This is an optimization exercise on Yosys and OpenROAD, whose aim is small area, a short achievable clock period and few clock cycles per item, not a production implementation. No activity file was given, so power comes from the tool's default toggle rates.

Setup of ember:
==> flow/design.v <==
module top(clk, rst, start, i, socin1, socin2, socin3, socin4,
           socout1, socout2, socout3, socout4, outReady);
  input clk, rst, start, i;
  input socin1, socin2, socin3, socin4;
  output socout1, socout2, socout3, socout4;
  output reg outReady;
  reg [5:0] cnt;            
  reg [9:0] rt;             
  reg       colf;           
  reg [12:0] c;             
  reg [9:0]  tpos_lo;       
  reg [1:0]  tpos_hi;
  reg [1:0]  tcar;
  reg [12:0] tneg;          
  reg sh_c, sh_s, tpos_acc, tpos_fin, jcalc, r_it, r_init, t_last;
  reg m_s, m_n, m_p, horner, out_sh;
  wire [12:0] c_n  = sh_c ? {i, c[12:1]} : c;
  wire        ng   = c[12];
  wire        ng_n = c_n[12];
  wire [9:0] sv1, sv2, sv3, sv4;      
  wire q1, q2, q3, q4;                
  wire o1, o2, o3, o4;                
  wire [9:0] all_m, g1, g2, g3, g4;
  genvar m;
  generate for (m = 0; m < 10; m = m + 1) begin : th
    if (m == 0) begin : m0
      assign g1[0] = |sv1[9:1]; assign g2[0] = |sv2[9:1];
      assign g3[0] = |sv3[9:1]; assign g4[0] = |sv4[9:1];
    end else if (m == 9) begin : m9
      assign g1[9] = sv1[9] & |sv1[8:0]; assign g2[9] = sv2[9] & |sv2[8:0];
      assign g3[9] = sv3[9] & |sv3[8:0]; assign g4[9] = sv4[9] & |sv4[8:0];
    end else begin : mm
      assign g1[m] = |sv1[9:m+1] | (sv1[m] & |sv1[m-1:0]);
      assign g2[m] = |sv2[9:m+1] | (sv2[m] & |sv2[m-1:0]);
      assign g3[m] = |sv3[9:m+1] | (sv3[m] & |sv3[m-1:0]);
      assign g4[m] = |sv4[9:m+1] | (sv4[m] & |sv4[m-1:0]);
    end
    assign all_m[m] = (g1[m] | !g1[0]) & (g2[m] | !g2[0]) & (g3[m] | !g3[0]) & (g4[m] | !g4[0]);
  end endgenerate
  wire [9:0] r0 = all_m & ~{1'b0, all_m[9:1]};    
  wire in_rec = (cnt >= 6'd13) & (cnt <= 6'd15);
  wire init   = (cnt == 6'd15) & (!ng | ((rt == 10'd0) & !colf));
  wire itf    = in_rec & (rt != 10'd0) & !init;
  wire [5:0] cnt_n = rst ? 6'd0 :
                     (cnt == 6'd0) ? {5'd0, start} :
                     (cnt == 6'd15) ? (init ? 6'd24 : 6'd15) :
                     (cnt == 6'd48) ? 6'd0 : cnt + 6'd1;
  wire [9:0] rt_n = jcalc ? {1'b1, ~all_m[9:1]} : itf ? {rt[8:0], 1'b0} : rt;
  wire colf_n = itf;
  wire in_rec_n = (cnt_n >= 6'd13) & (cnt_n <= 6'd15);
  wire rcnz_n   = jcalc | (itf ? |rt[8:0] : |rt);
  wire init_n   = (cnt_n == 6'd15) & (!ng_n | (!rcnz_n & !colf_n));
  wire itf_n    = in_rec_n & rcnz_n & !init_n;
  always @(posedge clk) begin
    cnt      <= cnt_n;
    rt       <= rt_n;
    colf     <= colf_n;
    sh_c     <= (cnt_n >= 6'd2)  & (cnt_n <= 6'd14);
    sh_s     <= (cnt_n >= 6'd2)  & (cnt_n <= 6'd11);
    tpos_acc <= (cnt_n >= 6'd3)  & (cnt_n <= 6'd12);
    tpos_fin <= (cnt_n == 6'd12);
    jcalc    <= (cnt_n == 6'd12);
    r_it     <= itf_n | ((cnt_n >= 6'd24) & (cnt_n <= 6'd34));
    r_init   <= init_n;
    t_last   <= colf_n & !itf_n;
    m_s      <= itf_n;
    m_n      <= ng_n & (cnt_n >= 6'd15) & !itf_n;
    m_p      <= !ng_n & (cnt_n >= 6'd15);
    horner   <= (cnt_n >= 6'd24) & (cnt_n <= 6'd35);
    out_sh   <= (cnt_n >= 6'd36) & (cnt_n <= 6'd47);
    outReady <= (cnt_n >= 6'd36) & (cnt_n <= 6'd47);
  end
  always @(posedge clk) c <= c_n;
  wire [2:0] ssum = sv1[9] + sv2[9] + sv3[9] + sv4[9] + tcar;
  always @(posedge clk) begin
    if (sh_c & !tpos_acc) tcar <= 2'd0;
    else if (tpos_acc) begin
      tcar <= ssum[2:1];
      tpos_lo <= {ssum[0], tpos_lo[9:1]};
      if (tpos_fin) tpos_hi <= ssum[2:1];
    end
  end
  wire [2:0] pc  = q1 + q2 + q3 + q4;
  wire [2:0] pco = o1 + o2 + o3 + o4;
  always @(posedge clk) begin
    if (jcalc) tneg <= 13'd0;
    else if (colf) tneg <= {tneg[11:0], 1'b0} + pc + (t_last ? {pco, 10'd0} : 13'd0);
  end
  wire [12:0] T = ({13{m_n}} & tneg) | ({13{m_p}} & {1'b0, tpos_hi, tpos_lo});
  UNIT u1(clk, socin1, sh_s, jcalc, r0, r_it, r_init, colf, m_s, horner, out_sh, ng, c, T, sv1, q1, o1, socout1);
  UNIT u2(clk, socin2, sh_s, jcalc, r0, r_it, r_init, colf, m_s, horner, out_sh, ng, c, T, sv2, q2, o2, socout2);
  UNIT u3(clk, socin3, sh_s, jcalc, r0, r_it, r_init, colf, m_s, horner, out_sh, ng, c, T, sv3, q3, o3, socout3);
  UNIT u4(clk, socin4, sh_s, jcalc, r0, r_it, r_init, colf, m_s, horner, out_sh, ng, c, T, sv4, q4, o4, socout4);
endmodule
module UNIT(clk, sin, sh_s, jcalc, r0, r_it, r_init, qcol, m_s, horner, out_sh, ng, c, T,
            s, qr, one, out);
  input clk, sin, sh_s, jcalc, r_it, r_init, qcol, m_s, horner, out_sh, ng;
  input [9:0] r0;
  input [12:0] c;
  input [12:0] T;
  output [9:0] s;
  output qr, one, out;
  reg [24:0] S;             
  reg [13:0] R;             
  assign s = S[24:15];
  wire   nz = |s;
  assign one = (s == 10'd1);
  assign out = S[11];
  wire q  = !R[13];                   
  assign qr = q & nz & !one;
  wire [12:0] M   = m_s ? {3'b000, s} : T;
  wire [10:0] w   = ng ? {one, S[9:0]} : {1'b0, s};
  wire [13:0] X   = r_init ? {3'b000, w} : {R[12:0], 1'b0};
  wire        sub = r_init | q;
  wire [14:0] Rs  = {X, 1'b1} + {{1'b0, M} ^ {14{sub}}, sub};    
  wire [13:0] Rn  = Rs[14:1];
  always @(posedge clk) R <= jcalc ? {4'd0, r0} : Rn;
  wire [13:0] lo  = {1'b0, S[11:0], 1'b0} + (q ? {1'b0, c} : 14'd0);
  wire        sc  = q & c[12];
  wire        inc = lo[13] & !sc;
  wire        dec = !lo[13] & sc;
  wire [11:0] x   = S[23:12];
  wire [11:0] hi;
  genvar b;
  generate for (b = 0; b < 12; b = b + 1) begin : hb
    if (b == 0) begin : b0
      assign hi[0] = x[0] ^ (inc | dec);
    end else begin : bb
      assign hi[b] = x[b] ^ ((inc & (&x[b-1:0])) | (dec & ~(|x[b-1:0])));
    end
  end endgenerate
  wire [24:0] H = {hi, lo[12:0]};
  always @(posedge clk) begin
    if (sh_s) S[24:15] <= {sin, S[24:16]};
    else if (r_init) S <= 25'd0;
    else if (jcalc) S[9:0] <= 10'd0;
    else if (qcol) S[9:0] <= {S[8:0], qr};
    else if (horner) S <= H;
    else if (out_sh) S <= {S[24], S[24:1]};
  end
endmodule
Settings: LEC_CHECK=0, CAP_MARGIN=20, CORE_MARGIN=2, CORE_UTILIZATION=40, PLACE_DENSITY=0.6, SETUP_SLACK_MARGIN=2.0, SLEW_MARGIN=20; clock period 5.0 ns.
run.sh (not shown) runs the stock make flow with config.mk's settings and CLKGATE_MAP_FILE= SYNTH_SCRIPT=/design/flow/synth_recipe.tcl, a recipe that flattens the netlist after the stock synthesis.
ember: full flow OK, the timing, design-rule and antenna checks passed
### ember -> violet
-- flow/design.v --
<<< ember, line 6
  output reg outReady;
  reg [5:0] cnt;            
  reg [9:0] rt;             
  reg       colf;           
  reg [12:0] c;             
>>> violet, line 6
  output reg outReady;
  reg [5:0] cnt;            
  reg [3:0] rc;             
  reg       colf;           
  reg [12:0] c;             
<<< ember, line 21
  wire q1, q2, q3, q4;                
  wire o1, o2, o3, o4;                
  wire [9:0] all_m, g1, g2, g3, g4;
  genvar m;
  generate for (m = 0; m < 10; m = m + 1) begin : th
    if (m == 0) begin : m0
      assign g1[0] = |sv1[9:1]; assign g2[0] = |sv2[9:1];
      assign g3[0] = |sv3[9:1]; assign g4[0] = |sv4[9:1];
    end else if (m == 9) begin : m9
      assign g1[9] = sv1[9] & |sv1[8:0]; assign g2[9] = sv2[9] & |sv2[8:0];
      assign g3[9] = sv3[9] & |sv3[8:0]; assign g4[9] = sv4[9] & |sv4[8:0];
    end else begin : mm
      assign g1[m] = |sv1[9:m+1] | (sv1[m] & |sv1[m-1:0]);
      assign g2[m] = |sv2[9:m+1] | (sv2[m] & |sv2[m-1:0]);
      assign g3[m] = |sv3[9:m+1] | (sv3[m] & |sv3[m-1:0]);
      assign g4[m] = |sv4[9:m+1] | (sv4[m] & |sv4[m-1:0]);
    end
    assign all_m[m] = (g1[m] | !g1[0]) & (g2[m] | !g2[0]) & (g3[m] | !g3[0]) & (g4[m] | !g4[0]);
  end endgenerate
  wire [9:0] r0 = all_m & ~{1'b0, all_m[9:1]};    
  wire in_rec = (cnt >= 6'd13) & (cnt <= 6'd15);
  wire init   = (cnt == 6'd15) & (!ng | ((rt == 10'd0) & !colf));
  wire itf    = in_rec & (rt != 10'd0) & !init;
  wire [5:0] cnt_n = rst ? 6'd0 :
                     (cnt == 6'd0) ? {5'd0, start} :
                     (cnt == 6'd15) ? (init ? 6'd24 : 6'd15) :
                     (cnt == 6'd48) ? 6'd0 : cnt + 6'd1;
  wire [9:0] rt_n = jcalc ? {1'b1, ~all_m[9:1]} : itf ? {rt[8:0], 1'b0} : rt;
  wire colf_n = itf;
  wire in_rec_n = (cnt_n >= 6'd13) & (cnt_n <= 6'd15);
  wire rcnz_n   = jcalc | (itf ? |rt[8:0] : |rt);
  wire init_n   = (cnt_n == 6'd15) & (!ng_n | (!rcnz_n & !colf_n));
  wire itf_n    = in_rec_n & rcnz_n & !init_n;
  always @(posedge clk) begin
    cnt      <= cnt_n;
    rt       <= rt_n;
    colf     <= colf_n;
    sh_c     <= (cnt_n >= 6'd2)  & (cnt_n <= 6'd14);
>>> violet, line 21
  wire q1, q2, q3, q4;                
  wire o1, o2, o3, o4;                
  wire [9:0] all_m;
  genvar m;
  generate for (m = 0; m < 10; m = m + 1) begin : th
    assign all_m[m] = (sv1 < 10'd2 || sv1 > (10'd1 << m)) &&
                      (sv2 < 10'd2 || sv2 > (10'd1 << m)) &&
                      (sv3 < 10'd2 || sv3 > (10'd1 << m)) &&
                      (sv4 < 10'd2 || sv4 > (10'd1 << m));
  end endgenerate
  wire [3:0] jn = all_m[1] + all_m[2] + all_m[3] + all_m[4] + all_m[5] +
                  all_m[6] + all_m[7] + all_m[8] + all_m[9];
  wire [9:0] r0 = all_m & ~{1'b0, all_m[9:1]};    
  wire in_rec = (cnt >= 6'd13) & (cnt <= 6'd15);
  wire init   = (cnt == 6'd15) & (!ng | ((rc == 4'd0) & !colf));
  wire itf    = in_rec & (rc != 4'd0) & !init;
  wire [5:0] cnt_n = rst ? 6'd0 :
                     (cnt == 6'd0) ? {5'd0, start} :
                     (cnt == 6'd15) ? (init ? 6'd24 : 6'd15) :
                     (cnt == 6'd48) ? 6'd0 : cnt + 6'd1;
  wire [3:0] rc_n = jcalc ? 4'd10 - jn : rc - {3'd0, itf};
  wire colf_n = itf;
  wire in_rec_n = (cnt_n >= 6'd13) & (cnt_n <= 6'd15);
  wire rcnz_n   = jcalc | (rc != {3'd0, itf});
  wire init_n   = (cnt_n == 6'd15) & (!ng_n | (!rcnz_n & !colf_n));
  wire itf_n    = in_rec_n & rcnz_n & !init_n;
  always @(posedge clk) begin
    cnt      <= cnt_n;
    rc       <= rc_n;
    colf     <= colf_n;
    sh_c     <= (cnt_n >= 6'd2)  & (cnt_n <= 6'd14);
<<< ember, line 115
  wire [14:0] Rs  = {X, 1'b1} + {{1'b0, M} ^ {14{sub}}, sub};    
  wire [13:0] Rn  = Rs[14:1];
  always @(posedge clk) R <= jcalc ? {4'd0, r0} : Rn;
  wire [13:0] lo  = {1'b0, S[11:0], 1'b0} + (q ? {1'b0, c} : 14'd0);
  wire        sc  = q & c[12];
  wire        inc = lo[13] & !sc;
  wire        dec = !lo[13] & sc;
  wire [11:0] x   = S[23:12];
  wire [11:0] hi;
  genvar b;
  generate for (b = 0; b < 12; b = b + 1) begin : hb
    if (b == 0) begin : b0
      assign hi[0] = x[0] ^ (inc | dec);
    end else begin : bb
      assign hi[b] = x[b] ^ ((inc & (&x[b-1:0])) | (dec & ~(|x[b-1:0])));
    end
  end endgenerate
  wire [24:0] H = {hi, lo[12:0]};
  always @(posedge clk) begin
    if (sh_s) S[24:15] <= {sin, S[24:16]};
>>> violet, line 108
  wire [14:0] Rs  = {X, 1'b1} + {{1'b0, M} ^ {14{sub}}, sub};    
  wire [13:0] Rn  = Rs[14:1];
  always @(posedge clk) begin
    if (jcalc) R <= {4'd0, r0};
    else if (r_it | r_init) R <= Rn;
  end
  wire [24:0] H = {S[23:0], 1'b0} + (q ? {{12{c[12]}}, c} : 25'd0);
  always @(posedge clk) begin
    if (sh_s) S[24:15] <= {sin, S[24:16]};
==> comparison <==
Looking at the reports, violet completed the entire flow and the layout it produced met the timing, design-rule and antenna checks. From ember to violet the numbers moved as follows: register clock-pin slew on the reported worst setup and hold paths held steady, worst slack at placement has increased, synthesized area increased by 9.0% relative to the old numbers. Total sequential power is higher on ember. Changes observed in violet relative to ember: initial antenna violation count lost 1; portion of netlist area occupied by mux cells lost 0.51 points; clock skew neither gained nor lost much. Per the comparison of violet with ember, synthesis-to-finish area growth went up, number of clock-tree buffers in the layout moved up.
No functional check of the RTL was part of any run of this note.

-- separate check: timing with driven ports --
The results above use ideal ports. As a check the final layouts listed here were re-extracted and re-timed, cells and wires unchanged. Step 1 assumes that a clkbuf_16 drives the clock port and a buf_2 every other input. Step 2 adds t to the input delays and takes it off the output delays; t is the mean of the earliest and latest rising clock arrival at the registers after step 1. Input paths then give back, and output paths get back, about the clock's delay inside the block. a / b / c = no drivers / after step 1 / after step 2; a / b = the first two.
run | shift t [ns] | slack for setup (ns) | clock arrival spread, ns | slew at the worst register clock pin (ns) | worst data-port slew with drivers (ns)
ember | 0.623 | 0.966 / 0.966 / 0.966 | 0.013 / 0.014 | 0.07 / 0.07 | 0.03
violet | 0.632 | 1.040 / 1.040 / 1.040 | 0.010 / 0.010 | 0.06 / 0.06 | 0.03
After both steps setup and hold are still met in every run listed.
